What follows belongs to an exercise in optimizing a design on an open flow for small area; a production flow would make more cautious choices. RTL that was checked went through simulation tests only; none was proved equivalent to the original. The RTL of run 3 was laid out without a check of its function. Power and IR drop assume default switching activity.

===== flow/design.v =====
`timescale 1ns / 1ps
module complete_alu(input clock,reset,enable_arith,enable_shift,input [15:0] aluin1,aluin2,input [2:0] operation,opselect,input [4:0] shift_number,output reg [15:0] aluoutfinal);
reg [15:0] aluoutarith, aluoutshift;
wire [15:0] a = aluin1, b = aluin2;
wire [15:0] ar = aluoutarith;
wire os_al = (opselect == 3'b001);
wire os_mr = (opselect == 3'b101);
wire op0 = (operation == 3'b000), op1 = (operation == 3'b001), op2 = (operation == 3'b010);
wire op3 = (operation == 3'b011), op4 = (operation == 3'b100), op5 = (operation == 3'b101);
wire op6 = (operation == 3'b110), op7 = (operation == 3'b111);
wire addop = os_al & (op0 | op1 | op2);
wire t0 = os_al & (op2 | op3);                          
wire t1 = os_al & (op0 | op1 | op5 | op6) | os_mr;      
wire t2 = os_al & (op0 | op1 | op3 | op5 | op6);        
wire t3 = os_al & (op2 | op4 | op5) | os_mr;            
wire sub = operation[1];
wire [16:0] c;
assign c[0] = sub;
wire [15:0] lin;
genvar k;
generate for (k = 0; k < 16; k = k + 1) begin : g_bit
    wire bb = b[k] ^ sub;
    assign c[k+1] = (a[k] & bb) | (c[k] & (a[k] ^ bb));
    wire f = a[k] ? (b[k] ? t3 : t2) : (b[k] ? t1 : t0);
    assign lin[k] = f ^ (addop & c[k]);
end endgenerate
wire ld_b = os_mr & (op0 | op4);           
wire ld_h = os_mr & (op1 | op5);           
wire extv = operation[2] ? ar[15] : (operation[0] ? b[6] : b[7]);
wire lhg = os_al & op7;
reg [15:0] an;
integer m;
always @* begin
    an[6:0] = lin[6:0];
    an[7] = lhg ? b[1] : ld_h ? extv : lin[7];
    for (m = 8; m < 13; m = m + 1)
        an[m] = lhg ? b[m-6] : (ld_b | ld_h) ? extv : lin[m];
    for (m = 13; m < 15; m = m + 1)
        an[m] = (ld_b | ld_h) ? extv : lin[m];
    an[15] = (os_al & op1) ? c[7] : ((os_al & op3) | (os_mr & ~op3)) ? 1'b0 : lin[15];
end
wire en_all = enable_arith & (os_al | (os_mr & (op0 | op4 | op1 | op5 | op3)));
wire en_mid = en_all & ~(os_al & op1);
wire en_15  = en_all & ~lhg;
wire left = ~operation[1];
wire fill = operation[1] & operation[0] & aluin1[15];
wire [15:0] x;
generate for (k = 0; k < 16; k = k + 1) begin : g_x
    assign x[k] = left ? aluin1[15-k] : aluin1[k];
end endgenerate
wire [31:0] xe = {{16{fill}}, x};
wire [31:0] xs = xe >> shift_number[3:0];
wire [15:0] t = shift_number[4] ? {16{fill}} : xs[15:0];
wire [14:0] sh;
generate for (k = 0; k < 15; k = k + 1) begin : g_sh
    assign sh[k] = left ? t[15-k] : t[k];
end endgenerate
wire es_only = enable_shift & ~enable_arith;
wire s_lo = reset & es_only & ~operation[2];
wire s_15 = reset & es_only;
wire a_lo = reset & en_all, a_mid = reset & en_mid, a_15 = reset & en_15;
wire f_a = reset & enable_arith, f_s = reset & es_only;
wire f_h = reset & ~enable_arith & ~enable_shift;
always @(posedge clock) begin
    aluoutfinal <= ({16{f_a}} & ar) | ({16{f_s}} & aluoutshift) | ({16{f_h}} & aluoutfinal);
    aluoutarith[6:0]  <= ({7{a_lo}} & an[6:0]) | ({7{reset & ~a_lo}} & ar[6:0]);
    aluoutarith[14:7] <= ({8{a_mid}} & an[14:7]) | ({8{reset & ~a_mid}} & ar[14:7]);
    aluoutarith[15]   <= (a_15 & an[15]) | (reset & ~a_15 & ar[15]);
    aluoutshift[14:0] <= ({15{s_lo}} & sh) | ({15{reset & ~s_lo}} & aluoutshift[14:0]);
    aluoutshift[15]   <= (s_15 & (operation == 3'b001) & aluin1[14]) | (reset & ~s_15 & aluoutshift[15]);
end
endmodule
`timescale 1ns / 1ps
`timescale 1ns / 1ps
module fetch_controller(foutput,operation,opselect,enable_arith,enable_shift,shift_number,aluin1,aluin2,wr_a, mem_data_read_in1,mem_data_read_in2,reset,control_in,datain_a,addr_a,dataout_a, clock, src1, src2,imm);
parameter n = 16;
input  [n-1:0] dataout_a;
output [12:0] addr_a;
input  wr_a,reset;
output [n-1:0] datain_a;
output reg [n-1:0] mem_data_read_in2;
output [n-1:0] mem_data_read_in1;
output [n-1:0] aluin1;
output reg [n-1:0] aluin2;
output reg [4:0] shift_number;
input clock;
output [6:0] control_in;
output reg [n-1:0] src1;
output reg [n-1:0] src2;
output reg [n-1:0] imm;
output [n-1:0] foutput;
output reg enable_arith,enable_shift;
output [2:0] operation,opselect;
assign datain_a = 16'd0;
reg [13:0] pi;       
reg        first;    
reg [2:0]  j;        
reg [15:0] src12, src22, imm2;
reg [6:0]  c0, c1;   
reg [15:0] r0, r1;   
reg        p;        
reg        q;        
wire exec = !wr_a;
wire pi_3fff = pi[13] & pi[12];
wire pi_8195 = pi[13] & ~pi[12] & pi[1] & pi[0];
wire pi_hi   = |pi[12:2] | pi[13];
wire pi_gt2  = (pi_hi | (pi[1] & pi[0])) & ~pi_3fff;              
wire i_gt2   = ~first & (pi_hi | pi[1]) & ~pi_3fff & ~pi_8195;    
wire [13:0] i_now = first ? 14'h3fff : (pi_8195 ? 14'd0 : pi + 14'd1);
wire j0 = (j == 3'd0), j1 = (j == 3'd1), j2 = (j == 3'd2);
wire j3 = (j == 3'd3), j4 = (j == 3'd4), j5 = (j == 3'd5);
wire last4 = pi_gt2 ? j5 : j4;
wire last5 = pi_gt2 ? j0 : j5;
wire copy  = exec & j0 & last5;
assign addr_a = last4 ? src12[12:0] : last5 ? src22[12:0] : pi[12:0];
assign control_in = p ? c1 : c0;
assign mem_data_read_in1 = p ? r1 : r0;
wire [6:0] cq = q ? c1 : c0;
assign opselect  = cq[2:0];
assign operation = cq[6:4];
assign aluin1 = q ? r1 : r0;
wire ld_pi = reset & exec;             
wire hd_pi = reset & ~exec;
wire ld_j  = reset & exec & i_gt2;
wire hd_j  = reset & ~(exec & i_gt2);
wire ld_c0 = reset & exec & j1 & p,  hd_c0 = reset & ~(exec & j1 & p);
wire ld_r0 = reset & exec & j5 & p,  hd_r0 = reset & ~(exec & j5 & p);
wire ld_m2 = reset & exec & j0,      hd_m2 = reset & ~(exec & j0);
wire ld_cp = reset & copy,           hd_cp = reset & ~copy;
wire ld_c1 = reset & exec & j1 & ~p, hd_c1 = reset & ~(exec & j1 & ~p);
wire ld_r1 = reset & exec & j5 & ~p, hd_r1 = reset & ~(exec & j5 & ~p);
wire ld_s1 = reset & exec & j2,      hd_s1 = reset & ~(exec & j2);
wire ld_s2 = reset & exec & j3,      hd_s2 = reset & ~(exec & j3);
wire ld_im = reset & exec & j4,      hd_im = reset & ~(exec & j4);
always @(posedge clock) begin
    pi    <= ({14{ld_pi}} & i_now) | ({14{hd_pi}} & pi);
    first <= ~reset | (hd_pi & first);
    j     <= ({3{ld_j}} & (j5 ? 3'd0 : j + 3'd1)) | ({3{hd_j}} & j);
    p     <= (ld_cp & ~p) | (hd_cp & p);
    q     <= reset & p;
    c0    <= ({7{ld_c0}} & dataout_a[6:0]) | ({7{hd_c0}} & c0);
    r0    <= ({16{ld_r0}} & dataout_a) | ({16{hd_r0}} & r0);
    mem_data_read_in2 <= ({16{ld_m2}} & dataout_a) | ({16{hd_m2}} & mem_data_read_in2);
    src1  <= ({16{ld_cp}} & src12) | ({16{hd_cp}} & src1);
    src2  <= ({16{ld_cp}} & src22) | ({16{hd_cp}} & src2);
    imm   <= ({16{ld_cp}} & imm2)  | ({16{hd_cp}} & imm);
    c1    <= ({7{ld_c1}} & dataout_a[6:0]) | ({7{hd_c1}} & c1);
    r1    <= ({16{ld_r1}} & dataout_a) | ({16{hd_r1}} & r1);
    src12 <= ({16{ld_s1}} & dataout_a) | ({16{hd_s1}} & src12);
    src22 <= ({16{ld_s2}} & dataout_a) | ({16{hd_s2}} & src22);
    imm2  <= ({16{ld_im}} & dataout_a) | ({16{hd_im}} & imm2);
end
wire act   = reset & ~first;
wire os_al = (opselect == 3'b001);
wire os_mr = (opselect == 3'b101);
wire os_sh = (opselect == 3'b000);
wire a2_imm = act & os_al & control_in[3];
wire a2_m2  = act & (os_al & ~control_in[3] | os_mr & control_in[3]);
wire a2_hd  = reset & ~(a2_imm | a2_m2);
wire ld_e   = act & (os_al | os_mr | os_sh), hd_e = reset & ~ld_e;
wire sn_m2  = act & os_sh & imm[2];
wire sn_im  = act & os_sh & ~imm[2];
wire sn_hd  = reset & ~(act & os_sh);
always @(posedge clock) begin
    aluin2 <= ({16{a2_imm}} & imm) | ({16{a2_m2}} & mem_data_read_in2) | ({16{a2_hd}} & aluin2);
    shift_number <= ({5{sn_m2}} & mem_data_read_in2[4:0]) | ({5{sn_im}} & imm[10:6]) | ({5{sn_hd}} & shift_number);
    enable_arith <= (ld_e & (os_al | os_mr & control_in[3])) | (hd_e & enable_arith);
    enable_shift <= (ld_e & os_sh) | (hd_e & enable_shift);
end
complete_alu b3(.clock(clock),.reset(reset),.enable_arith(enable_arith),.enable_shift(enable_shift),.aluin1(aluin1),.aluin2(aluin2),.operation(operation),.opselect(opselect),.shift_number(shift_number),.aluoutfinal(foutput));
endmodule

===== flow/flow/run.sh =====
#!/bin/bash
# The standard layout (standard.sh) with these changes:
#  * synthesis uses synth_recipe.tcl unchanged, but ABC maps with the
#    area-oriented script flow/abc_area.script (registers are untouched);
#  * the port buffers are the smallest buffer cell (buf_1);
#  * one tie cell drives all constant outputs (no tie fanout repair);
#  * clock tree: options from flow/cts_args.txt (clkbuf_8, smaller sink
#    clusters, no dummy loads).
# Each tool's output goes to its ORFS log under orfs/logs; the make output
# goes to standard.log.
set -euo pipefail
HERE=$(pwd)
rm -rf "$HERE/myscripts"
cp -r "$FLOW_HOME/scripts" "$HERE/myscripts"
cp "$HERE/flow/abc_area.script" "$HERE/myscripts/abc_area.script"
{ echo "set ::env(SCRIPTS_DIR) $HERE/myscripts"; cat "$HERE/synth_recipe.tcl"; } > "$HERE/my_synth.tcl"
sed "s|SYNTH_SCRIPT=[^ ]*|SYNTH_SCRIPT=$HERE/my_synth.tcl|" "$HERE/standard.sh" > "$HERE/my_standard.sh"
grep -q "SYNTH_SCRIPT=$HERE/my_synth.tcl" "$HERE/my_standard.sh"
export BUFFER_PORTS_ARGS="-buffer_cell sky130_fd_sc_hd__buf_1"
export SKIP_REPAIR_TIE_FANOUT=1
export CTS_ARGS="$(cat "$HERE/flow/cts_args.txt")"
bash "$HERE/my_standard.sh" > "$HERE/standard.log" 2>&1

===== flow/flow/abc_area.script =====
strash
dc2
balance
rewrite
refactor
balance
rewrite
rewrite -z
balance
refactor -z
rewrite -z
balance
dc2
&get -n
&st
&deepsyn -T 60
&dch -f
&nf -a -R 2000
&put
topo

===== flow/flow/cts_args.txt =====
-sink_clustering_enable -repair_clock_nets -dont_use_dummy_load -buf_list sky130_fd_sc_hd__clkbuf_8 -sink_clustering_size 15 -sink_clustering_max_diameter 50

===== flow/standard.sh =====
#!/bin/bash
# synth_recipe.tcl (not shown) runs the flow's synth.tcl, then flattens the netlist and writes it again
# the make line also repeats each setting of config.mk as NAME=value (left out here)
make -C /OpenROAD-flow-scripts/flow DESIGN_CONFIG=/design/flow/config.mk WORK_HOME=/design/flow/orfs CLKGATE_MAP_FILE= SYNTH_SCRIPT=/design/flow/synth_recipe.tcl "${@:-finish}"

===== flow/config.mk =====
export PLATFORM = sky130hd
export DESIGN_NAME = fetch_controller
export DESIGN_NICKNAME = fetch_controller
export VERILOG_FILES = /design/flow/design.v
export SDC_FILE = /design/flow/constraint.sdc
export NUM_CORES = 4
export LEC_CHECK = 0
export ABC_AREA = 1
export CAP_MARGIN = 20
export CORE_MARGIN = 2
export CORE_UTILIZATION = 58
export SLEW_MARGIN = 20

===== flow/constraint.sdc =====
create_clock -name core_clock -period 5.0 [get_ports {clock}]
set_input_delay 1.0000 -clock core_clock [delete_from_list [all_inputs] [get_ports {clock}]]
set_output_delay 1.0000 -clock core_clock [all_outputs]
set_load 0.01 [all_outputs]

==> impl_metrics.toml, run 1 <==
[timing]
finClkSkew_ns = 0.0561
whs_ns = 0.425
slew_viol_final = 0
worstMarginPinSlew_ns = 1.07
fin_crit_ns = 4.59
setup_slack_ns = 0.406
finalHoldViolations = 0
relSlewSlack = 0.287
fmax_mhz = 218
period_share = 0.919
rsz0062_at_grt = "no"
setup_violations = 0
fin_setup_tns_ns = 0

[yosys]
async_flop_share = 0
yosysSeqAreaShare = 0.457
synth_compound_area_frac = 0.299
synth_top_area_share = 0.457
syn_avg_cell_area_um2 = 9.41
yosysTopAreaCell = "dfxtp_1"
synth_xor_area_frac = 0.0185
synth_top_family_by_area = "compound AO/OA/AOI/OAI gates"
syn_inst = 1159
yosysMostFrequentCell = "dfxtp_1"
yosys_warnings = 2
synthTopCellsByArea = "dfxtp_1 (46%), a22o_1 (13%), nand2_1 (5.4%)"
synth_ff_type = "dfxtp_1"
synthAdderAreaFrac = 0.0184
yosys-mux-area-fraction = 0.0508
synthesis.area_um2 = 10900
ys_types = 51
synth-seq-cells = 249
synth_simple_gate_area_frac = 0.130
synth_edf_count = 0
syn_nets = 1194
synth_common_cells = "dfxtp_1 (249), a22o_1 (165), nand2_1 (156)"

[drt]
vias = 10551
drtAntennaViolNets = 0
wl_mm = 36.5
first_pass_iters = 6
drc_errors = 0
via_per_inst = 6.55
wl_per_cell_um = 22.6
drt-initial-drc-count = 1018

[placed_design]
placed_area_um2 = 12000
gp_congestion = 0.990
dp_slack_ns = 0.296
dp_cells = 1585
port_buffers = 179
dp_hpwl_mm = 26.7

[worst_setup_path]
reg2reg_depth = 20
crit_fanout = 12
r2r_start = "q"
setup.worst_path.start = "q"
critPathTopFamily = "compound AO/OA/AOI/OAI gates"
crit_end = "b3.aluoutarith[15]"
cp.required_ns = 5.46
crit_cells = 20
crit_type = "flop to flop"
crit_path_end_kind = "flop"
critical_path_buf_inv_count = 2
crit_path_frequent_cell = "a21o_1"
worstPathArrival_ns = 5.05
r2r_end = "b3.aluoutarith[15]"
start_kind = "flop"
max_stage_delay_ns = 0.44
reg2reg_slack_ns = 0.41
crit_chain = "buf_4 -> mux2i_2 -> clkinv_1 -> ha_1 -> a21o_1 -> a21o_1 -> a21o_1 -> a21o_1 -> a21o_1 -> a21o_1 -> a21oi_1 -> o21bai_1 -> a21o_1 -> a21oi_1 -> nor2_1 -> a22o_1 -> a22oi_1 -> xnor2_1 -> o221ai_1 -> a31oi_1"
crit_slowest_cell = "dfxtp_4"

[outcome]
status = "complete, no violations"

[finish]
final_net_count = 1414
fin_util = 0.669
final_cells = 1611
area.growth.synth_to_final_pct = 14.0
drive_gt1_frac = 0.0523
n_antenna_cell = 0
nFillCells = 1595
finalInstanceArea_um2 = 12400

[clock_network]
clock-sinks = 249
clk_latency_ns = 0.55
h-tree-depth = 1
clk_pin_slew_ns = 0.09
tritoncts = "yes"
clockBufferDepth = 3
cts-root-buf = "clkbuf_8"
cts_made_buffers = 25

[power_and_ir_drop]
ir_drop_uv = 256
powerDensity_nw_per_um2 = 283
p_total_mw = 3.52
p_leak_nw = 4.94

[global_routing]
gr-total-overflow = 0
antenna_found_initial = 0
grt_max_degree = 51
grt_util_all_layers = 0.354
grt_pass1_vias = 9838
grt_pass1_wl_mm = 55.8

[floorplanning]
start_util = 0.587
io_pins = 196
dieHeight_um = 141
dieArea_um2 = 19900
rows = 50
core-area_um2 = 18600
die_x_um = 141

[worst_hold_path]
hp-class = "flop to flop"

[flow_run]
drv_cap = 0
-- cells in the final DEF (no fill, tap or decap), types with 31 or more instances in the layout --
| master | n |
|---|---|
| dfxtp_1 | 248 |
| nand2_1 | 156 |
| a22oi_1 | 45 |
| buf_1 | 179 |
| a22o_1 | 165 |
| o21ai_0 | 56 |
| nor2_1 | 66 |
| clkinv_1 | 40 |
| mux2_1 | 31 |
| a21oi_1 | 55 |
-- metal layers --
| metal | up-vias | global-route usage | part of all wire |
|---|---|---|---|
| met2 | 568 | 0.576 | 0.47 |
| met1 | 4993 | 0.441 | 0.39 |
| met4 | 0 | 0.186 | 0.058 |
| met5 | - | 0 | 0 |
| li1 | 4862 | - | - |
| met3 | 128 | 0.0751 | 0.088 |
-- state kept, by name (all words and copies together), names as in the netlist, 16 cells and up --
name,flops
src1,16
imm,16
src2,16
imm2,16
b3.aluoutarith,16
src12,16
b3.aluoutshift,16
src22,16
aluin2,16
r0,16
b3.aluoutfinal,16
r1,16
mem_data_read_in2,16
-- power breakdown --
group          switching (mW)  internal [mW]  total [mW]
logic                   0.254          0.112       0.366
clock network           0.636          0.443        1.08
registers              0.0512           2.03        2.08
total                   0.941           2.58        3.52
-- cell type report --
cell class	instances	area [um2]	share of cell area
well taps	234	293	0.0235
multi-input cells	853	5740	0.461
inverters	40	150	0.0121
repair buffers	210	925	0.0743
flip-flops and latches	249	4990	0.401
clock buffers	25	344	0.0277
-- cell families (layout without fill, tap and decap cells) --
logic type / Yosys count / after routing
simple gates: 324 / 324
xor+xnor: 23 / 23
fa+ha+maj: 16 / 16
other cells: 1 / 1
flops: 249 / 249
compound gates: 440 / 440
mux: 49 / 49
buf+inv: 57 / 275
-- timing repair --
| item | 4_1_cts | 5_1_grt |
|---|---|---|
| setup buffers | 0 | 0 |
| hold buffers | 0 | 0 |
| endpoints found under the hold margin | 0 | 0 |
| endpoints found under the setup margin | 0 | 1 |
| gates resized for setup | 0 | 4 |
-- worst min-delay path by stage --
| stage | depth (start not counted) | end | start | slack (ns) |
|---|---|---|---|---|
| finish | 2 | b3.aluoutfinal[5] | b3.aluoutarith[5] | 0.42 |
| detailed placement | 2 | b3.aluoutarith[10] | b3.aluoutarith[10] | 0.43 |
| global placement | 2 | b3.aluoutfinal[10] | b3.aluoutarith[10] | 0.42 |
| global route | 2 | b3.aluoutfinal[5] | b3.aluoutarith[5] | 0.44 |
| floorplan | 2 | b3.aluoutarith[10] | b3.aluoutarith[10] | 0.42 |
| CTS | 2 | b3.aluoutfinal[5] | b3.aluoutarith[5] | 0.43 |
-- worst min-delay path: stages (launching register included) --
cell	delay, ns
dfxtp_1	0.31
nand2_1	0.07
nand2_1	0.04
==> run 2, diff against run 1 <==
--- a/flow/config.mk
+++ b/flow/config.mk
@@ -10,3 +10,3 @@
 export CORE_MARGIN = 2
-export CORE_UTILIZATION = 58
+export CORE_UTILIZATION = 40
 export SLEW_MARGIN = 20
==> run 2 against run 1 <==
Against the previous run: still clean; cell area rose by 1.6%; largest cell class unchanged; maximum frequency up 1.5%; register-to-register slack improved by 0.07 ns; sequential share of layout area down 0.65 points; flip-flop and latch count is the same; worst hold slack lost 0.0071 ns; clock power grew 7%; critical path type unchanged; largest power group unchanged; utilization shrank 20 points.
==> impl_metrics.toml, run 2 <==
[worst_setup_path]
reg2reg_slack_ns = 0.48
r2r_start = "q"
crit_path_end_kind = "flop"
cp.required_ns = 5.42
worstPathArrival_ns = 4.95
reg2reg_depth = 22
crit_fanout = 7
start_kind = "flop"
crit_type = "flop to flop"
r2r_end = "b3.aluoutarith[15]"

[clock_network]
cts_setup_buffers = 0
clock-sinks = 249
hold_buffers = 0
clk_pin_slew_ns = 0.08
clockBufferDepth = 3
ctsResizeCount = 0
cts_made_buffers = 28
tritoncts = "yes"
clk_latency_ns = 0.61
h-tree-depth = 1
cts-root-buf = "clkbuf_8"

[yosys]
syn_avg_cell_area_um2 = 9.41
synth-seq-cells = 249
syn_inst = 1159
synthesis.area_um2 = 10900
yosys_warnings = 2
synth_edf_count = 0
synth_common_cells = "dfxtp_1 (249), a22o_1 (165), nand2_1 (156)"
yosysMostFrequentCell = "dfxtp_1"
yosysSeqAreaShare = 0.457
syn_nets = 1194
async_flop_share = 0
synth_top_area_share = 0.457
synthTopCellsByArea = "dfxtp_1 (46%), a22o_1 (13%), nand2_1 (5.4%)"
ys_types = 51
synth_ff_type = "dfxtp_1"
yosysTopAreaCell = "dfxtp_1"

[finish]
finalInstanceArea_um2 = 12600
final_net_count = 1428
nFillCells = 2667
multi_input_area_um2 = 5700
drive_gt1_frac = 0.0590
final_common_cell = "dfxtp_1"
layout_common_cells = "dfxtp_1 (248), buf_1 (179), a22o_1 (165), nand2_1 (156), nor2_1 (67)"
area.growth.synth_to_final_pct = 15.8
final_cells = 1732
seq_area_um2 = 4990
n_antenna_cell = 0

[timing]
worstMarginPinSlew_ns = 1.04
relSlewSlack = 0.305
rsz0062_at_grt = "no"
fin_crit_ns = 4.52
slew_viol_final = 0
setup_slack_ns = 0.476
finClkSkew_ns = 0.130
fin_setup_tns_ns = 0
fmax_mhz = 221
finalHoldViolations = 0
setup_violations = 0
period_share = 0.905

[worst_hold_path]
min-delay-start = "b3.aluoutarith[11]"
holdPathEnd = "b3.aluoutfinal[11]"
hold_depth = 2
hp-class = "flop to flop"

[drt]
drc_errors = 0
via_per_inst = 5.93
first_pass_iters = 7
wl_mm = 38.5
wl_per_cell_um = 22.2
drt-initial-drc-count = 839
vias = 10273
drtAntennaViolNets = 0

[floorplanning]
die_x_um = 169
io_pins = 196
core-area_um2 = 26900
dieArea_um2 = 28600
rows = 60
start_util = 0.406
dieHeight_um = 169

[power_and_ir_drop]
p_leak_nw = 5.00
power_frac_clock = 0.322
p_seq_frac = 0.576
p_int_mw = 2.63
combPwrFrac = 0.102
p_sw_frac = 0.270
powerDensity_nw_per_um2 = 285
ir_drop_uv = 201
p_switching_mw = 0.973

[placed_design]
dp_hpwl_mm = 28.6
dp_cells = 1704
port_buffers = 179
dp_slack_ns = 0.534
gp_congestion = 0.992
placed_area_um2 = 12300

[global_routing]
grt_pass1_wl_mm = 59.3
grt_max_degree = 51
grt_util_all_layers = 0.263
grt_pass1_vias = 9954
gr-total-overflow = 0
antenna_found_initial = 0

[flow_run]
drv_cap = 0

[outcome]
status = "complete, no violations"
==> run 2: cell type report <==
| class | count | share of cell area |
|---|---|---|
| Clock buffer | 28 | 0.0305 |
| Inverter | 40 | 0.0119 |
| Sequential cell | 249 | 0.395 |
| Timing Repair Buffer | 221 | 0.0781 |
| Tap cell | 341 | 0.0338 |
| Multi-Input combinational cell | 853 | 0.451 |
==> run 2: stage by stage <==
stage / util / total power, mW / hold slack [ns]
after CTS: 0.470 / 3.63 / 0.417
after global placement: 0.456 / 2.49 / 0.437
after global routing: 0.470 / 3.74 / 0.437
after detailed placement: 0.456 / 2.49 / 0.441
final: 0.470 / 3.60 / 0.418
after floorplan: - / 2.33 / 0.415
==> run 2: critical path: stages, from the launching register on <==
cell and delay [ns]:
dfxtp_2 0.47, mux2i_1 0.36, clkinv_1 0.15, nand2_1 0.08, o21ai_0 0.10, a21o_1 0.22
a21o_1 0.19, a21o_1 0.18, a21o_1 0.19, a21o_1 0.19, a21o_1 0.23, a21o_1 0.21
a21o_1 0.21, a21oi_1 0.22, o21bai_1 0.12, a21o_1 0.22, a21oi_1 0.16, nor2_1 0.08
a22o_1 0.21, a22oi_1 0.21, xnor2_1 0.15, o221ai_1 0.12, a31oi_1 0.17
==> run 2: power by group through the flow <==
stage          combinational, mW  clock [mW]  sequential, mW
6_report                   0.368        1.16            2.08
3_3_place_gp               0.365           0            2.12
5_1_grt                    0.400        1.26            2.08
4_1_cts                    0.367        1.19            2.08
3_5_place_dp               0.366           0            2.12
2_1_floorplan              0.201           0            2.13
==> run 2: how the worst max path moves through the flow <==
stage          from            endpoint  slack (ns)  depth (start not counted)
6_report          q  b3.aluoutarith[15]        0.48                         22
5_1_grt           q  b3.aluoutarith[15]        0.11                         22
4_1_cts           q  b3.aluoutarith[15]        0.48                         22
3_5_place_dp      q  b3.aluoutarith[15]        0.53                         22
3_3_place_gp      q  b3.aluoutarith[15]        0.66                         22
2_1_floorplan     q  b3.aluoutarith[15]        0.15                         21
==> run 2: layer usage <==
layer	routed length [um]	GRT usage	vias to the layer above	share of wire
met2	17600	0.425	428	0.46
met1	16600	0.352	4892	0.43
li1	-	-	4884	-
met5	0	0	-	0
met4	1200	0.0792	0	0.031
met3	3040	0.0576	69	0.079
==> run 2: cell families (layout without fill, tap and decap cells) <==
group / after synthesis / count (layout) / share of synthesized area
AND/OR/NAND/NOR: 324 / 324 / 0.130
multiplexers: 49 / 49 / 0.0508
XOR/XNOR: 23 / 23 / 0.0185
buffers and inverters: 57 / 289 / 0.0255
flip-flops: 249 / 249 / 0.457
adder cells (fa/ha/maj): 16 / 16 / 0.0184
other: 1 / 1 / 0.000344
AO/OA/AOI/OAI: 440 / 440 / 0.299
==> run 3, diff against run 2 <==
--- a/flow/design.v
+++ b/flow/design.v
@@ -1,3 +1,3 @@
 `timescale 1ns / 1ps
-module complete_alu(input clock,reset,enable_arith,enable_shift,input [15:0] aluin1,aluin2,input [2:0] operation,opselect,input [4:0] shift_number,output reg [15:0] aluoutfinal);
+module complete_alu(input clock,reset,enable_arith,enable_shift,input [15:0] aluin1,aluin2,input [2:0] operation,opselect,input [4:0] shift_number,input [6:0] next_ctl,output reg [15:0] aluoutfinal);
 reg [15:0] aluoutarith, aluoutshift;
@@ -17,3 +17,9 @@
 wire [16:0] c;
-assign c[0] = sub;
+wire n_add = (next_ctl[2:0] == 3'b001) & ~next_ctl[6] & ~(next_ctl[5] & next_ctl[4]);
+reg x1, x0;
+always @(posedge clock) begin
+    x1 <= reset & n_add & ~next_ctl[5];
+    x0 <= reset & n_add & next_ctl[5];
+end
+assign c[0] = x0;
 wire [15:0] lin;
@@ -21,6 +27,6 @@
 generate for (k = 0; k < 16; k = k + 1) begin : g_bit
-    wire bb = b[k] ^ sub;
-    assign c[k+1] = (a[k] & bb) | (c[k] & (a[k] ^ bb));
+    wire bb = b[k] ? x1 : x0;
+    assign c[k+1] = (a[k] & bb) | (c[k] & (a[k] | bb));
     wire f = a[k] ? (b[k] ? t3 : t2) : (b[k] ? t1 : t0);
-    assign lin[k] = f ^ (addop & c[k]);
+    assign lin[k] = f ^ c[k];
 end endgenerate
@@ -169,3 +175,3 @@
 end
-complete_alu b3(.clock(clock),.reset(reset),.enable_arith(enable_arith),.enable_shift(enable_shift),.aluin1(aluin1),.aluin2(aluin2),.operation(operation),.opselect(opselect),.shift_number(shift_number),.aluoutfinal(foutput));
+complete_alu b3(.clock(clock),.reset(reset),.enable_arith(enable_arith),.enable_shift(enable_shift),.aluin1(aluin1),.aluin2(aluin2),.operation(operation),.opselect(opselect),.shift_number(shift_number),.next_ctl(control_in),.aluoutfinal(foutput));
 endmodule
==> run 3 against run 2 <==
Against the previous run: clock power is essentially flat; flip-flop and latch count increased by 2; die area down 1.2%; synthesized cell count down 5.5%; cell area about the same; critical endpoint unchanged; still clean; largest power group unchanged; worst setup slack lost 0.27 ns.
==> impl_metrics.toml, run 3 <==
[floorplanning]
start_util = 0.403
die_x_um = 168
dieHeight_um = 168
io_pins = 196
rows = 60
dieArea_um2 = 28300
core-area_um2 = 26700

[global_routing]
grt_max_degree = 51
gr-total-overflow = 0
antenna_found_initial = 0
grt_util_all_layers = 0.258
grt_pass1_vias = 9596
grt_pass1_wl_mm = 57.6

[timing]
fmax_mhz = 209
finClkSkew_ns = 0.119
slew_viol_final = 0
fin_crit_ns = 4.79
setup_slack_ns = 0.207
period_share = 0.959
finalHoldViolations = 0
setup_violations = 0
worstMarginPinSlew_ns = 1.02
relSlewSlack = 0.312

[yosys]
synth_common_cells = "dfxtp_1 (251), a22o_1 (160), nor2_1 (108)"
yosys_warnings = 2
synth_edf_count = 0
syn_inst = 1095
synth_top_area_share = 0.467
synthTopCellsByArea = "dfxtp_1 (47%), a22o_1 (13%), nor2_1 (3.8%)"
syn_nets = 1116
ys_types = 48
synth-seq-cells = 251
async_flop_share = 0
yosysTopAreaCell = "dfxtp_1"
syn_avg_cell_area_um2 = 9.84
synthesis.area_um2 = 10800
yosysSeqAreaShare = 0.467
synth_ff_type = "dfxtp_1"
yosysMostFrequentCell = "dfxtp_1"

[worst_hold_path]
hp-class = "flop to flop"
min-delay-start = "imm2[15]"

[finish]
fin_util = 0.473
n_antenna_cell = 0
drive_gt1_frac = 0.0906
final_common_cell = "dfxtp_1"
final_net_count = 1358
area.growth.synth_to_final_pct = 17.4
seq_area_um2 = 5030
finalInstanceArea_um2 = 12600
layout_common_cells = "dfxtp_1 (250), buf_1 (179), a22o_1 (160), nor2_1 (103), nand2_1 (72)"
multi_input_area_um2 = 5520
nFillCells = 2608

[worst_setup_path]
crit_path_frequent_cell = "maj3_2"
worstPathArrival_ns = 5.19
max_stage_delay_ns = 0.39
crit_slowest_cell = "dfxtp_4"
crit_fanout = 4
start_kind = "flop"
r2r_start = "q"
setup.worst_path.start = "q"
crit_chain = "mux2i_4 -> clkinv_2 -> nand2_2 -> nor2_1 -> o21ai_1 -> a22oi_2 -> maj3_2 -> maj3_2 -> maj3_2 -> maj3_2 -> o21ai_2 -> maj3_2 -> a21o_1 -> maj3_2 -> maj3_2 -> a21oi_1 -> o21bai_4 -> o21ai_2 -> a21oi_2 -> maj3_2 -> o21ai_2 -> a21oi_1 -> o221a_1"
crit_type = "flop to flop"
crit_path_end_kind = "flop"
cp.required_ns = 5.39

[drt]
drc_errors = 0
drt-initial-drc-count = 1042
wl_per_cell_um = 22.5
first_pass_iters = 10
vias = 10280
wl_mm = 37.8
drtAntennaViolNets = 0
via_per_inst = 6.13

[outcome]
status = "complete, no violations"

[placed_design]
gp_congestion = 0.911
placed_area_um2 = 12200
port_buffers = 179
dp_slack_ns = 0.0893
dp_hpwl_mm = 27.1

[power_and_ir_drop]
p_sw_frac = 0.272
combPwrFrac = 0.101
power_frac_clock = 0.322
powerDensity_nw_per_um2 = 288
p_switching_mw = 0.989
p_int_mw = 2.65
ir_drop_uv = 182
p_leak_nw = 4.76
p_seq_frac = 0.577

[clock_network]
cts-root-buf = "clkbuf_8"
clockBufferDepth = 3
clk_latency_ns = 0.62
clk_pin_slew_ns = 0.10
hold_buffers = 0
h-tree-depth = 1
cts_made_buffers = 28
tritoncts = "yes"
clock-sinks = 251

[flow_run]
drv_cap = 0
-- run 3: cell count changes after synthesis, moves of 13 or more --
| cell | before | now |
|---|---|---|
| nor3_1 | 25 | 12 |
| clkinv_1 | 40 | 60 |
| nand2_1 | 156 | 73 |
| a222oi_1 | 16 | 36 |
| ha_1 | 16 | 2 |
| a22oi_1 | 45 | 25 |
| nor2_1 | 68 | 108 |
-- run 3: area by class of cell --
| cell class | count | area share |
|---|---|---|
| clock buffers | 28 | 0.0305 |
| inverters | 60 | 0.0179 |
| multi-input cells | 767 | 0.436 |
| flip-flops and latches | 251 | 0.398 |
| well taps | 341 | 0.0337 |
| repair buffers | 229 | 0.0838 |
-- run 3: cells by family after synthesis --
family                     count (synthesis)  synth area share
AOI/OAI and AO/OA                        408             0.288
DFF                                      251             0.467
xor gates and xnor gates                   9           0.00732
muxes                                     72            0.0860
buffers and inverters                     77            0.0328
adders and majority gates                 10           0.00976
and+or+nand+nor                          267             0.109
other                                      1          0.000348
-- run 3: metrics by stage --
| step | hold WS, ns | setup TNS [ns] | total power [mW] | instances |
|---|---|---|---|---|
| final | 0.447 | 0 | 3.63 | 1676 |
| after global routing | 0.475 | -0.0698 | 3.78 | 1676 |
| after CTS | 0.455 | 0 | 3.66 | 1670 |
| after detailed placement | 0.442 | 0 | 2.50 | 1642 |
| after global placement | 0.436 | 0 | 2.50 | 1641 |
| after floorplan | 0.425 | -0.0555 | 2.34 | 1095 |
-- run 3: per-layer routing --
| layer | vias up | global-route usage | share of wire |
|---|---|---|---|
| met5 | - | 0 | 0 |
| met4 | 0 | 0.0997 | 0.041 |
| met3 | 83 | 0.0489 | 0.076 |
| met2 | 486 | 0.411 | 0.45 |
| met1 | 4989 | 0.349 | 0.43 |
| li1 | 4722 | - | - |
-- run 3: worst max-delay path, delay by kind of cell (launching register included) --
| kind | cells | cell delay [ns] |
|---|---|---|
| fa+ha+maj | 8 | 2.25 |
| compound gates | 11 | 1.45 |
| flops | 1 | 0.39 |
| mux | 1 | 0.26 |
| simple gates | 2 | 0.13 |
| buf+inv | 1 | 0.10 |
-- run 3: timing repair --
item / CTS / global route
resized for setup: 3 / 4
setup buffers: 0 / 6
setup endpoints to repair: 1 / 1
pin swaps: 1 / 13
-- run 3: power groups by stage --
| stage | registers (mW) | clock network (mW) | logic, mW |
|---|---|---|---|
| after floorplan | 2.14 | 0 | 0.203 |
| after global placement | 2.14 | 0 | 0.359 |
| after detailed placement | 2.14 | 0 | 0.362 |
| after CTS | 2.10 | 1.20 | 0.364 |
| after global routing | 2.10 | 1.28 | 0.400 |
| final | 2.10 | 1.17 | 0.367 |
-- run 3: worst paths after layout --
path	cells past startpoint	end	slack, ns
worst min register to register	1	imm[15]	0.45
worst max-delay path	23	b3.aluoutarith[15]	0.21
worst min-delay path	1	imm[15]	0.45
worst max register to register	23	b3.aluoutarith[15]	0.21
==> run 4, diff against run 3 <==
--- a/flow/design.v
+++ b/flow/design.v
@@ -52,13 +52,15 @@
 wire fill = operation[1] & operation[0] & aluin1[15];
-wire [15:0] x;
-generate for (k = 0; k < 16; k = k + 1) begin : g_x
-    assign x[k] = left ? aluin1[15-k] : aluin1[k];
+wire [15:0] st0 = aluin1;
+wire [15:0] st1, st2, st3, st4;
+generate for (k = 0; k < 16; k = k + 1) begin : g_shs
+    wire l0 = shift_number[0] & left, r0 = shift_number[0] & ~left, k0 = ~shift_number[0];
+    wire l1 = shift_number[1] & left, r1 = shift_number[1] & ~left, k1 = ~shift_number[1];
+    wire l2 = shift_number[2] & left, r2 = shift_number[2] & ~left, k2 = ~shift_number[2];
+    wire l3 = shift_number[3] & left, r3 = shift_number[3] & ~left, k3 = ~shift_number[3];
+    assign st1[k] = (k0 & st0[k]) | (l0 & (k >= 1 ? st0[(k+15)%16] : 1'b0)) | (r0 & (k <= 14 ? st0[(k+1)%16] : fill));
+    assign st2[k] = (k1 & st1[k]) | (l1 & (k >= 2 ? st1[(k+14)%16] : 1'b0)) | (r1 & (k <= 13 ? st1[(k+2)%16] : fill));
+    assign st3[k] = (k2 & st2[k]) | (l2 & (k >= 4 ? st2[(k+12)%16] : 1'b0)) | (r2 & (k <= 11 ? st2[(k+4)%16] : fill));
+    assign st4[k] = (k3 & st3[k]) | (l3 & (k >= 8 ? st3[(k+8)%16] : 1'b0)) | (r3 & (k <= 7 ? st3[(k+8)%16] : fill));
 end endgenerate
-wire [31:0] xe = {{16{fill}}, x};
-wire [31:0] xs = xe >> shift_number[3:0];
-wire [15:0] t = shift_number[4] ? {16{fill}} : xs[15:0];
-wire [14:0] sh;
-generate for (k = 0; k < 15; k = k + 1) begin : g_sh
-    assign sh[k] = left ? t[15-k] : t[k];
-end endgenerate
+wire [14:0] sh = shift_number[4] ? {15{fill}} : st4[14:0];
 wire es_only = enable_shift & ~enable_arith;
--- a/flow/config.mk
+++ b/flow/config.mk
@@ -10,3 +10,3 @@
 export CORE_MARGIN = 2
-export CORE_UTILIZATION = 40
+export CORE_UTILIZATION = 58
 export SLEW_MARGIN = 20
==> run 4 against run 3 <==
Against the previous run: wire length decreased by 8.2%; cell area fell by 2.4%; still clean on timing, DRC and antenna; clock power is essentially flat; highest routed layer unchanged; synthesized cell count rose by 0.91%.
==> impl_metrics.toml, run 4 <==
[outcome]
status = "complete, no violations"

[placed_design]
dp_hpwl_mm = 25.0
port_buffers = 179
dp_slack_ns = -0.0708
gp_congestion = 1.02

[power_and_ir_drop]
p_switching_mw = 0.964
p_int_mw = 2.63
p_sw_frac = 0.268
p_seq_frac = 0.584
powerDensity_nw_per_um2 = 291
ir_drop_uv = 251
p_leak_nw = 4.53
p_total_mw = 3.59
power_frac_clock = 0.317
combPwrFrac = 0.099

[yosys]
yosys_warnings = 2
yosys-mux-area-fraction = 0.0796
synthTopCellsByArea = "dfxtp_1 (47%), a22o_1 (13%), nor2_1 (3.5%)"
synthesis.area_um2 = 10700
syn_inst = 1105
synth_xor_area_frac = 0.00816
async_flop_share = 0
yosysMostFrequentCell = "dfxtp_1"
synth_common_cells = "dfxtp_1 (251), a22o_1 (160), nor2_1 (99)"
synth_simple_gate_area_frac = 0.105
yosysSeqAreaShare = 0.468
synthAdderAreaFrac = 0.00886
yosysTopAreaCell = "dfxtp_1"
synth_ff_type = "dfxtp_1"
syn_nets = 1126
synth_compound_area_frac = 0.297
ys_types = 50
synth_edf_count = 0
syn_avg_cell_area_um2 = 9.71
synth_top_family_by_area = "compound AO/OA/AOI/OAI gates"
synth-seq-cells = 251
synth_top_area_share = 0.468

[timing]
finalHoldViolations = 0
rsz0062_at_grt = "no"
relSlewSlack = 0.318
setup_slack_ns = 0.399
worstMarginPinSlew_ns = 1.01
whs_ns = 0.444
fin_crit_ns = 4.60
fmax_mhz = 217
setup_violations = 0
finClkSkew_ns = 0.0651
slew_viol_final = 0
period_share = 0.920

[worst_setup_path]
start_kind = "flop"
crit_path_end_kind = "flop"
crit_fanout = 6
crit_slowest_cell = "dfxtp_4"
critical_path_buf_inv_count = 2
max_stage_delay_ns = 0.39
critPathTopFamily = "adder cells"
crit_type = "flop to flop"
worstPathArrival_ns = 5.07
crit_chain = "mux2i_4 -> clkinv_1 -> nand2_1 -> nor2_1 -> o21ai_0 -> o21ai_0 -> o21ai_1 -> maj3_2 -> a21oi_2 -> maj3_2 -> o21ai_1 -> maj3_2 -> a21oi_2 -> clkinv_1 -> maj3_2 -> maj3_2 -> a21oi_2 -> maj3_2 -> o21ai_1 -> maj3_2 -> a21oi_2 -> xnor2_1 -> a21oi_1 -> nor3_1"
crit_path_frequent_cell = "maj3_2"
cp.required_ns = 5.47

[finish]
layout_common_cells = "dfxtp_1 (250), buf_1 (179), a22o_1 (160), nand2_1 (98), nor2_1 (97)"
drive_gt1_frac = 0.0742
area.growth.synth_to_final_pct = 14.9
final_net_count = 1358
n_antenna_cell = 0
final_common_cell = "dfxtp_1"
fin_util = 0.682

[floorplanning]
dieArea_um2 = 19600
rows = 49
dieHeight_um = 140
core-area_um2 = 18100
io_pins = 196
die_x_um = 140
start_util = 0.593

[drt]
wl_mm = 34.7
wl_per_cell_um = 22.2
first_pass_iters = 24
vias = 10231
drtAntennaViolNets = 0
drc_errors = 0
drt-initial-drc-count = 1169
via_per_inst = 6.54

[clock_network]
clk_pin_slew_ns = 0.10
tritoncts = "yes"
clock-sinks = 251
clk_latency_ns = 0.59
cts_made_buffers = 27
h-tree-depth = 1
cts-root-buf = "clkbuf_8"
clockBufferDepth = 3

[global_routing]
grt_util_all_layers = 0.341
grt_pass1_vias = 9355
antenna_found_initial = 0
grt_pass1_wl_mm = 53.3
grt_max_degree = 50
gr-total-overflow = 0

[flow_run]
drv_cap = 0

[worst_hold_path]
hp-class = "flop to flop"
==> run 4: final cells by class <==
| class | count | area, um2 |
|---|---|---|
| well taps | 229 | 287 |
| flip-flops and latches | 251 | 5030 |
| repair buffers | 220 | 992 |
| fillers | 1558 | 5750 |
| inverters | 59 | 221 |
| clock buffers | 27 | 372 |
| multi-input cells | 778 | 5440 |
==> run 4: final timing paths <==
kind | startpoint | endpoint | slack, ns | cells after the start
max | q | b3.aluoutarith[15] | 0.40 | 24
min | b3.aluoutarith[4] | b3.aluoutarith[4] | 0.44 | 2
max reg2reg | q | b3.aluoutarith[15] | 0.40 | 24
min reg2reg | b3.aluoutarith[4] | b3.aluoutarith[4] | 0.44 | 2
==> run 4: kinds of logic (layout without fill, tap and decap cells) <==
group / Yosys count / after routing
compound gates: 426 / 426
simple gates: 264 / 264
flops: 251 / 251
buf+inv: 76 / 306
mux: 68 / 68
xor+xnor: 10 / 10
fa+ha+maj: 9 / 9
other cells: 1 / 1
==> run 4: repair_timing <==
item,in CTS,in global routing
pin swaps,0,7
resized for setup,3,7
buffers inserted,0,4
endpoints found under the hold margin,0,0
hold buffers,0,0
setup endpoints to repair,1,2
==> run 4: per-stage QoR <==
step	instances	instance area (um2)	setup TNS [ns]
after global routing	1564	12300	0
after CTS	1559	12300	0
after global placement	1532	11900	0
final	1564	12300	0
after floorplan	1105	10800	0
after detailed placement	1532	11900	-0.0708
==> run 4: routing by layer <==
metal  part of all wire  track usage
met1               0.42        0.454
met2               0.46        0.546
met3              0.076       0.0568
met4              0.051        0.157
met5                  0            0
==> run 4: worst register-to-register path, cell delays in order, from the launching register on <==
cell,delay (ns)
dfxtp_4,0.39
mux2i_4,0.20
clkinv_1,0.07
nand2_1,0.08
nor2_1,0.09
o21ai_0,0.07
o21ai_0,0.08
o21ai_1,0.11
maj3_2,0.35
a21oi_2,0.17
maj3_2,0.24
o21ai_1,0.10
maj3_2,0.32
a21oi_2,0.17
clkinv_1,0.09
maj3_2,0.33
maj3_2,0.34
a21oi_2,0.16
maj3_2,0.23
o21ai_1,0.10
maj3_2,0.36
a21oi_2,0.14
xnor2_1,0.13
a21oi_1,0.08
nor3_1,0.13
==> run 4: power groups by stage <==
stage                     Combinational (mW)  Sequential (mW)  Clock, mW
after floorplan                        0.198             2.14          0
after global placement                 0.347             2.14          0
after detailed placement               0.349             2.14          0
after CTS                              0.350             2.09       1.15
after global routing                   0.385             2.10       1.22
final                                  0.357             2.10       1.14
==> run 5, diff against run 4 <==
--- a/flow/config.mk
+++ b/flow/config.mk
@@ -10,3 +10,3 @@
 export CORE_MARGIN = 2
-export CORE_UTILIZATION = 58
+export CORE_UTILIZATION = 50
 export SLEW_MARGIN = 20
==> run 5 against run 4 <==
Against the previous run: still clean on timing, DRC and antenna; clock skew grew 0.014 ns; power grew 1.6%; synthesized area is the same; sequential share of layout area shrank 0.51 points; cell area grew 1.3%; die area grew 16%; combinational power grew 2%; utilization shrank 8.8 points; worst hold slack lost 0.035 ns; via count shrank 0.94%; non-clock buffer count grew 9; highest routed layer unchanged.
==> impl_metrics.toml, run 5 <==
[worst_hold_path]
hold_depth = 2
hp-class = "flop to flop"
holdPathEnd = "b3.aluoutfinal[1]"
min-delay-start = "b3.aluoutshift[1]"

[finish]
final_common_cell = "dfxtp_1"
final_net_count = 1369
drive_gt1_frac = 0.0802
fin_util = 0.594
layout_common_cells = "dfxtp_1 (250), buf_1 (179), a22o_1 (160), nand2_1 (98), nor2_1 (98)"
final_cells = 1621
area.growth.synth_to_final_pct = 16.4
n_antenna_cell = 0

[worst_setup_path]
reg2reg_slack_ns = 0.34
crit_chain = "mux2i_4 -> clkinv_1 -> nand2_1 -> nor2_1 -> o21ai_0 -> o21ai_0 -> o21ai_1 -> maj3_2 -> a21oi_2 -> maj3_2 -> o21ai_1 -> maj3_2 -> a21oi_2 -> clkinv_1 -> maj3_1 -> maj3_2 -> a21oi_2 -> maj3_2 -> o21ai_1 -> maj3_2 -> a21oi_2 -> xnor2_1 -> a21oi_1 -> nor3_1"
critPathTopFamily = "adder cells"
worstPathArrival_ns = 5.12
critical_path_buf_inv_count = 2
r2r_start = "q"
crit_path_frequent_cell = "maj3_2"
crit_path_end_kind = "flop"
start_kind = "flop"
crit_fanout = 6
max_stage_delay_ns = 0.39
reg2reg_depth = 24
r2r_end = "b3.aluoutarith[15]"
crit_type = "flop to flop"
cp.required_ns = 5.46
crit_slowest_cell = "dfxtp_4"

[yosys]
ys_types = 50
synth_top_area_share = 0.468
synth-seq-cells = 251
synth_ff_type = "dfxtp_1"
yosysSeqAreaShare = 0.468
syn_avg_cell_area_um2 = 9.71
syn_nets = 1126
yosysTopAreaCell = "dfxtp_1"
async_flop_share = 0
synth_common_cells = "dfxtp_1 (251), a22o_1 (160), nor2_1 (99)"
yosys_warnings = 2
synthTopCellsByArea = "dfxtp_1 (47%), a22o_1 (13%), nor2_1 (3.5%)"
synth_edf_count = 0
yosysMostFrequentCell = "dfxtp_1"
synthesis.area_um2 = 10700
syn_inst = 1105

[drt]
drtAntennaViolNets = 0
wl_mm = 36.6
drt-initial-drc-count = 854
via_per_inst = 6.25
drc_errors = 0
vias = 10135
wl_per_cell_um = 22.5
first_pass_iters = 8

[clock_network]
hold_buffers = 0
clockBufferDepth = 3
clock-sinks = 251
cts_made_buffers = 29
cts-root-buf = "clkbuf_8"
clk_latency_ns = 0.60
h-tree-depth = 1
clk_pin_slew_ns = 0.09
tritoncts = "yes"

[global_routing]
grt_pass1_vias = 9561
antenna_found_initial = 0
gr-total-overflow = 0
grt_max_degree = 50
grt_pass1_wl_mm = 55.4
grt_util_all_layers = 0.316

[floorplanning]
dieHeight_um = 151
dieArea_um2 = 22700
die_x_um = 151
core-area_um2 = 21000
start_util = 0.511
io_pins = 196
rows = 53

[placed_design]
gp_congestion = 1.01
dp_cells = 1585
dp_hpwl_mm = 26.8
port_buffers = 179

[timing]
fin_setup_tns_ns = 0
fmax_mhz = 215
whs_ns = 0.410
fin_crit_ns = 4.66
worstMarginPinSlew_ns = 1.05
period_share = 0.931
rsz0062_at_grt = "no"
relSlewSlack = 0.298
setup_violations = 0
slew_viol_final = 0
finClkSkew_ns = 0.0791
finalHoldViolations = 0

[power_and_ir_drop]
p_total_mw = 3.65
p_leak_nw = 4.60
ir_drop_uv = 194
powerDensity_nw_per_um2 = 292

[flow_run]
drv_cap = 0

[outcome]
status = "complete, no violations"
[run 5: cell counts after synthesis]
No cell type changed its count.
[run 5: through the flow]
step,cell area (um2),setup slack [ns]
after floorplan,10800,0.0426
after global placement,12000,0.0404
after global routing,12500,0.00105
final,12500,0.343
after CTS,12400,0.0540
after detailed placement,12000,-0.0881
[run 5: area by class of cell]
class	count	area [um2]
tap	275	344
multi-input combinational	778	5430
fill	1942	8530
clock buffer	29	399
inverter	59	221
timing repair buffer	229	1070
sequential	251	5030
[run 5: timing repair]
| action | in CTS | in global routing |
|---|---|---|
| gates resized for setup | 5 | 4 |
| endpoints found under the setup margin | 1 | 2 |
| pin swaps | 1 | 7 |
| buffers inserted | 1 | 5 |
[run 5: per-layer routing]
metal / global-route usage / up-vias / part of all wire
met4: 0.146 / 0 / 0.048
met5: 0 / - / 0
li1: - / 4762 / -
met2: 0.508 / 471 / 0.46
met3: 0.0703 / 112 / 0.083
met1: 0.405 / 4790 / 0.41
[run 5: power by group]
group | switching [mW] | leakage, nW | internal [mW]
Sequential | 0.0581 | 2.03 | 2.04
Combinational | 0.250 | 2.36 | 0.113
Clock | 0.679 | 0.209 | 0.509
Total | 0.988 | 4.60 | 2.66
[run 5: worst min-delay path, delay by kind of cell, from the launching register on]
| kind | cells | cell delay, ns |
|---|---|---|
| flip-flops | 1 | 0.33 |
| AND/OR/NAND/NOR | 2 | 0.10 |
[run 5: worst max path at each step]
| stage | slack, ns | cells past startpoint | startpoint | endpoint |
|---|---|---|---|---|
| after detailed placement | -0.09 | 24 | q | b3.aluoutarith[15] |
| after global placement | 0.04 | 24 | q | b3.aluoutarith[15] |
| after CTS | 0.05 | 24 | q | b3.aluoutarith[15] |
| final | 0.34 | 24 | q | b3.aluoutarith[15] |
| after floorplan | 0.04 | 24 | q | b3.aluoutarith[15] |
| after global routing | 0.001 | 24 | q | b3.aluoutarith[15] |
[run 5: logic make-up (layout without fill, tap and decap cells)]
| group | Yosys count | after routing | synth area share |
|---|---|---|---|
| AO/OA/AOI/OAI | 426 | 426 | 0.297 |
| buffers and inverters | 76 | 317 | 0.0325 |
| other | 1 | 1 | 0.000349 |
| multiplexers | 68 | 68 | 0.0796 |
| AND/OR/NAND/NOR | 264 | 264 | 0.105 |
| adder cells (fa/ha/maj) | 9 | 9 | 0.00886 |
| flip-flops | 251 | 251 | 0.468 |
| XOR/XNOR | 10 | 10 | 0.00816 |
==> run 6, diff against run 5 <==
--- a/flow/design.v
+++ b/flow/design.v
@@ -1,3 +1,3 @@
 `timescale 1ns / 1ps
-module complete_alu(input clock,reset,enable_arith,enable_shift,input [15:0] aluin1,aluin2,input [2:0] operation,opselect,input [4:0] shift_number,input [6:0] next_ctl,output reg [15:0] aluoutfinal);
+module complete_alu(input clock,reset,enable_arith,enable_shift,input [15:0] aluin1,aluin2,input [2:0] operation,opselect,input [4:0] shift_number,output reg [15:0] aluoutfinal);
 reg [15:0] aluoutarith, aluoutshift;
@@ -17,9 +17,3 @@
 wire [16:0] c;
-wire n_add = (next_ctl[2:0] == 3'b001) & ~next_ctl[6] & ~(next_ctl[5] & next_ctl[4]);
-reg x1, x0;
-always @(posedge clock) begin
-    x1 <= reset & n_add & ~next_ctl[5];
-    x0 <= reset & n_add & next_ctl[5];
-end
-assign c[0] = x0;
+assign c[0] = sub;
 wire [15:0] lin;
@@ -27,6 +21,6 @@
 generate for (k = 0; k < 16; k = k + 1) begin : g_bit
-    wire bb = b[k] ? x1 : x0;
-    assign c[k+1] = (a[k] & bb) | (c[k] & (a[k] | bb));
+    wire bb = b[k] ^ sub;
+    assign c[k+1] = (a[k] & bb) | (c[k] & (a[k] ^ bb));
     wire f = a[k] ? (b[k] ? t3 : t2) : (b[k] ? t1 : t0);
-    assign lin[k] = f ^ c[k];
+    assign lin[k] = f ^ (addop & c[k]);
 end endgenerate
@@ -177,3 +171,3 @@
 end
-complete_alu b3(.clock(clock),.reset(reset),.enable_arith(enable_arith),.enable_shift(enable_shift),.aluin1(aluin1),.aluin2(aluin2),.operation(operation),.opselect(opselect),.shift_number(shift_number),.next_ctl(control_in),.aluoutfinal(foutput));
+complete_alu b3(.clock(clock),.reset(reset),.enable_arith(enable_arith),.enable_shift(enable_shift),.aluin1(aluin1),.aluin2(aluin2),.operation(operation),.opselect(opselect),.shift_number(shift_number),.aluoutfinal(foutput));
 endmodule
--- a/flow/config.mk
+++ b/flow/config.mk
@@ -10,3 +10,3 @@
 export CORE_MARGIN = 2
-export CORE_UTILIZATION = 50
+export CORE_UTILIZATION = 58
 export SLEW_MARGIN = 20
==> run 6 against run 5 <==
Against the previous run: largest power group unchanged; non-clock buffer count decreased by 16; critical path type unchanged; still clean; clock skew increased by 0.021 ns; maximum frequency is 0.46% lower; cell count is 3.3% lower; register-to-register slack worse by 0.02 ns; critical endpoint unchanged.
==> impl_metrics.toml, run 6 <==
[global_routing]
grt_pass1_wl_mm = 54.8
grt_util_all_layers = 0.349
antenna_found_initial = 0
gr-total-overflow = 0
grt_max_degree = 51
grt_pass1_vias = 9583

[power_and_ir_drop]
powerDensity_nw_per_um2 = 292
ir_drop_uv = 219
p_total_mw = 3.62
p_seq_frac = 0.579
p_sw_frac = 0.274
combPwrFrac = 0.113
p_switching_mw = 0.991
p_leak_nw = 4.84
power_frac_clock = 0.307
p_int_mw = 2.63

[clock_network]
clock-sinks = 249
cts_setup_buffers = 0
clockBufferDepth = 3
cts-root-buf = "clkbuf_8"
cts_made_buffers = 26
tritoncts = "yes"
clk_pin_slew_ns = 0.06
clk_latency_ns = 0.59
h-tree-depth = 1

[yosys]
synthesis.area_um2 = 10900
yosysTopAreaCell = "dfxtp_1"
synth-seq-cells = 249
async_flop_share = 0
syn_inst = 1112
synth_common_cells = "dfxtp_1 (249), a22o_1 (162), nand2_1 (96)"
syn_avg_cell_area_um2 = 9.77
yosysMostFrequentCell = "dfxtp_1"
yosys_warnings = 2
syn_nets = 1147
synthTopCellsByArea = "dfxtp_1 (46%), a22o_1 (13%), nand2_1 (3.3%)"
synth_top_area_share = 0.459
ys_types = 53
yosysSeqAreaShare = 0.459
synth_edf_count = 0
synth_ff_type = "dfxtp_1"

[timing]
fin_setup_tns_ns = 0
relSlewSlack = 0.276
finalHoldViolations = 0
fin_crit_ns = 4.68
rsz0062_at_grt = "no"
finClkSkew_ns = 0.100
period_share = 0.936
worstMarginPinSlew_ns = 1.09
setup_slack_ns = 0.321
setup_violations = 0
whs_ns = 0.450
fmax_mhz = 214
slew_viol_final = 0

[worst_setup_path]
crit_fanout = 19
crit_type = "flop to flop"
crit_path_frequent_cell = "a21o_1"
start_kind = "flop"
crit_slowest_cell = "dfxtp_2"
cp.required_ns = 5.43
critical_path_buf_inv_count = 1
worstPathArrival_ns = 5.11
max_stage_delay_ns = 0.40
crit_chain = "mux2i_4 -> buf_8 -> xnor2_1 -> ha_1 -> a21o_1 -> a21o_1 -> a21o_1 -> a21o_1 -> a21o_1 -> a21o_1 -> a21o_1 -> a21o_1 -> a21o_1 -> a21o_1 -> a21oi_1 -> nor2_1 -> a22o_1 -> a22o_1 -> xor2_1 -> o211ai_1 -> a41oi_1"
critPathTopFamily = "compound AO/OA/AOI/OAI gates"
crit_path_end_kind = "flop"

[finish]
seq_area_um2 = 4990
n_antenna_cell = 0
finalInstanceArea_um2 = 12400
fin_util = 0.669
final_cells = 1568
nFillCells = 1614
final_net_count = 1371
final_common_cell = "dfxtp_1"
drive_gt1_frac = 0.0555
area.growth.synth_to_final_pct = 14.0
multi_input_area_um2 = 5600
layout_common_cells = "dfxtp_1 (248), buf_1 (179), a22o_1 (162), nand2_1 (96), nor2_1 (83)"

[floorplanning]
core-area_um2 = 18500
dieHeight_um = 141
io_pins = 196
dieArea_um2 = 19800
start_util = 0.587
rows = 50
die_x_um = 141

[drt]
wl_per_cell_um = 22.7
first_pass_iters = 6
drtAntennaViolNets = 0
wl_mm = 35.6
vias = 10308
drt-initial-drc-count = 967
drc_errors = 0
via_per_inst = 6.57

[placed_design]
dp_slack_ns = 0.302
gp_congestion = 0.946
dp_cells = 1540
port_buffers = 179
placed_area_um2 = 12000
dp_hpwl_mm = 25.7

[worst_hold_path]
hp-class = "flop to flop"

[flow_run]
drv_cap = 0

[outcome]
status = "complete, no violations"
-- run 6: cell types whose count changed in the layout (fill, tap and decap cells not counted), sizes merged, moves of 6 or more --
cell,change
nor2,-16
mux2i,-6
ha,+14
nor2b,+13
and2,+6
a21o,+6
o311ai,-6
o21ai,-17
buf,-17
xnor2,+17
a22oi,+6
nand3,+7
maj3,-7
-- run 6: cell families after synthesis --
family | synth area share
muxes | 0.0648
adders and majority gates | 0.0184
and+or+nand+nor | 0.110
DFF | 0.459
other | 0.000345
buffers and inverters | 0.0304
AOI/OAI and AO/OA | 0.297
xor gates and xnor gates | 0.0201
-- run 6: worst register-to-register path, cell delays in order (launching register included) --
cell      delay [ns]
dfxtp_2         0.40
mux2i_4         0.33
buf_8           0.24
xnor2_1         0.16
ha_1            0.26
a21o_1          0.18
a21o_1          0.20
a21o_1          0.22
a21o_1          0.20
a21o_1          0.22
a21o_1          0.21
a21o_1          0.19
a21o_1          0.20
a21o_1          0.21
a21o_1          0.20
a21oi_1         0.15
nor2_1          0.08
a22o_1          0.21
a22o_1          0.19
xor2_1          0.17
o211ai_1        0.11
a41oi_1         0.20
-- run 6: cell type report --
cell class | instances | area share
timing repair buffer | 213 | 0.0770
inverter | 54 | 0.0164
tap | 234 | 0.0236
sequential | 249 | 0.402
multi-input combinational | 792 | 0.452
clock buffer | 26 | 0.0289
-- run 6: per-layer routing --
metal,wire [um],up-vias,track usage
li1,-,4738,-
met1,14700,4988,0.463
met2,16500,497,0.574
met3,2990,85,0.0635
met4,1380,0,0.128
met5,0,-,0
-- run 6: timing repair --
action / 4_1_cts / 5_1_grt
hold buffers: 0 / 0
setup endpoints to repair: 0 / 1
gates resized for setup: 0 / 8
hold endpoints to repair: 0 / 0
-- run 6: worst paths after layout --
check / start / endpoint / slack (ns) / cells after the start
min reg2reg: b3.aluoutfinal[15] / b3.aluoutfinal[15] / 0.45 / 2
max: q / b3.aluoutarith[15] / 0.32 / 21
min: b3.aluoutfinal[15] / b3.aluoutfinal[15] / 0.45 / 2
max reg2reg: q / b3.aluoutarith[15] / 0.32 / 21
-- run 6: power groups by stage --
stage / logic, mW / clock network (mW) / registers [mW]
after floorplan: 0.235 / 0 / 2.13
after global placement: 0.398 / 0 / 2.14
after detailed placement: 0.400 / 0 / 2.14
after CTS: 0.401 / 1.11 / 2.09
after global routing: 0.443 / 1.19 / 2.10
final: 0.410 / 1.11 / 2.10

separate check: timing with driven ports:
Ports are ideal in the flow. The routed layouts listed here were re-timed in OpenROAD.
Step 1 (the two cells are an assumption about what drives the block):
set clk [get_ports {clock}]
set_driving_cell -lib_cell sky130_fd_sc_hd__clkbuf_16 $clk
set_driving_cell -lib_cell sky130_fd_sc_hd__buf_2 [delete_from_list [all_inputs] $clk]
Step 2 also shifts input and output timing later by t, the mid clock arrival at the registers, as if the neighbouring blocks saw the same clock.
Three values: ideal, step 1, step 2; two values: the first two.
run | t, ns | setup slack, ns | worst data-port slew with drivers (ns)
run 1 | 0.566 | 0.406 / 0.406 / 0.406 | 0.03
run 2 | 0.590 | 0.476 / 0.476 / 0.476 | 0.03
run 3 | 0.608 | 0.207 / 0.207 / 0.207 | 0.03
run 4 | 0.597 | 0.399 / 0.399 / 0.399 | 0.03
run 5 | 0.603 | 0.343 / 0.343 / 0.343 | 0.04
run 6 | 0.585 | 0.321 / 0.321 / 0.321 | 0.03
After both steps every run listed still meets setup and hold.
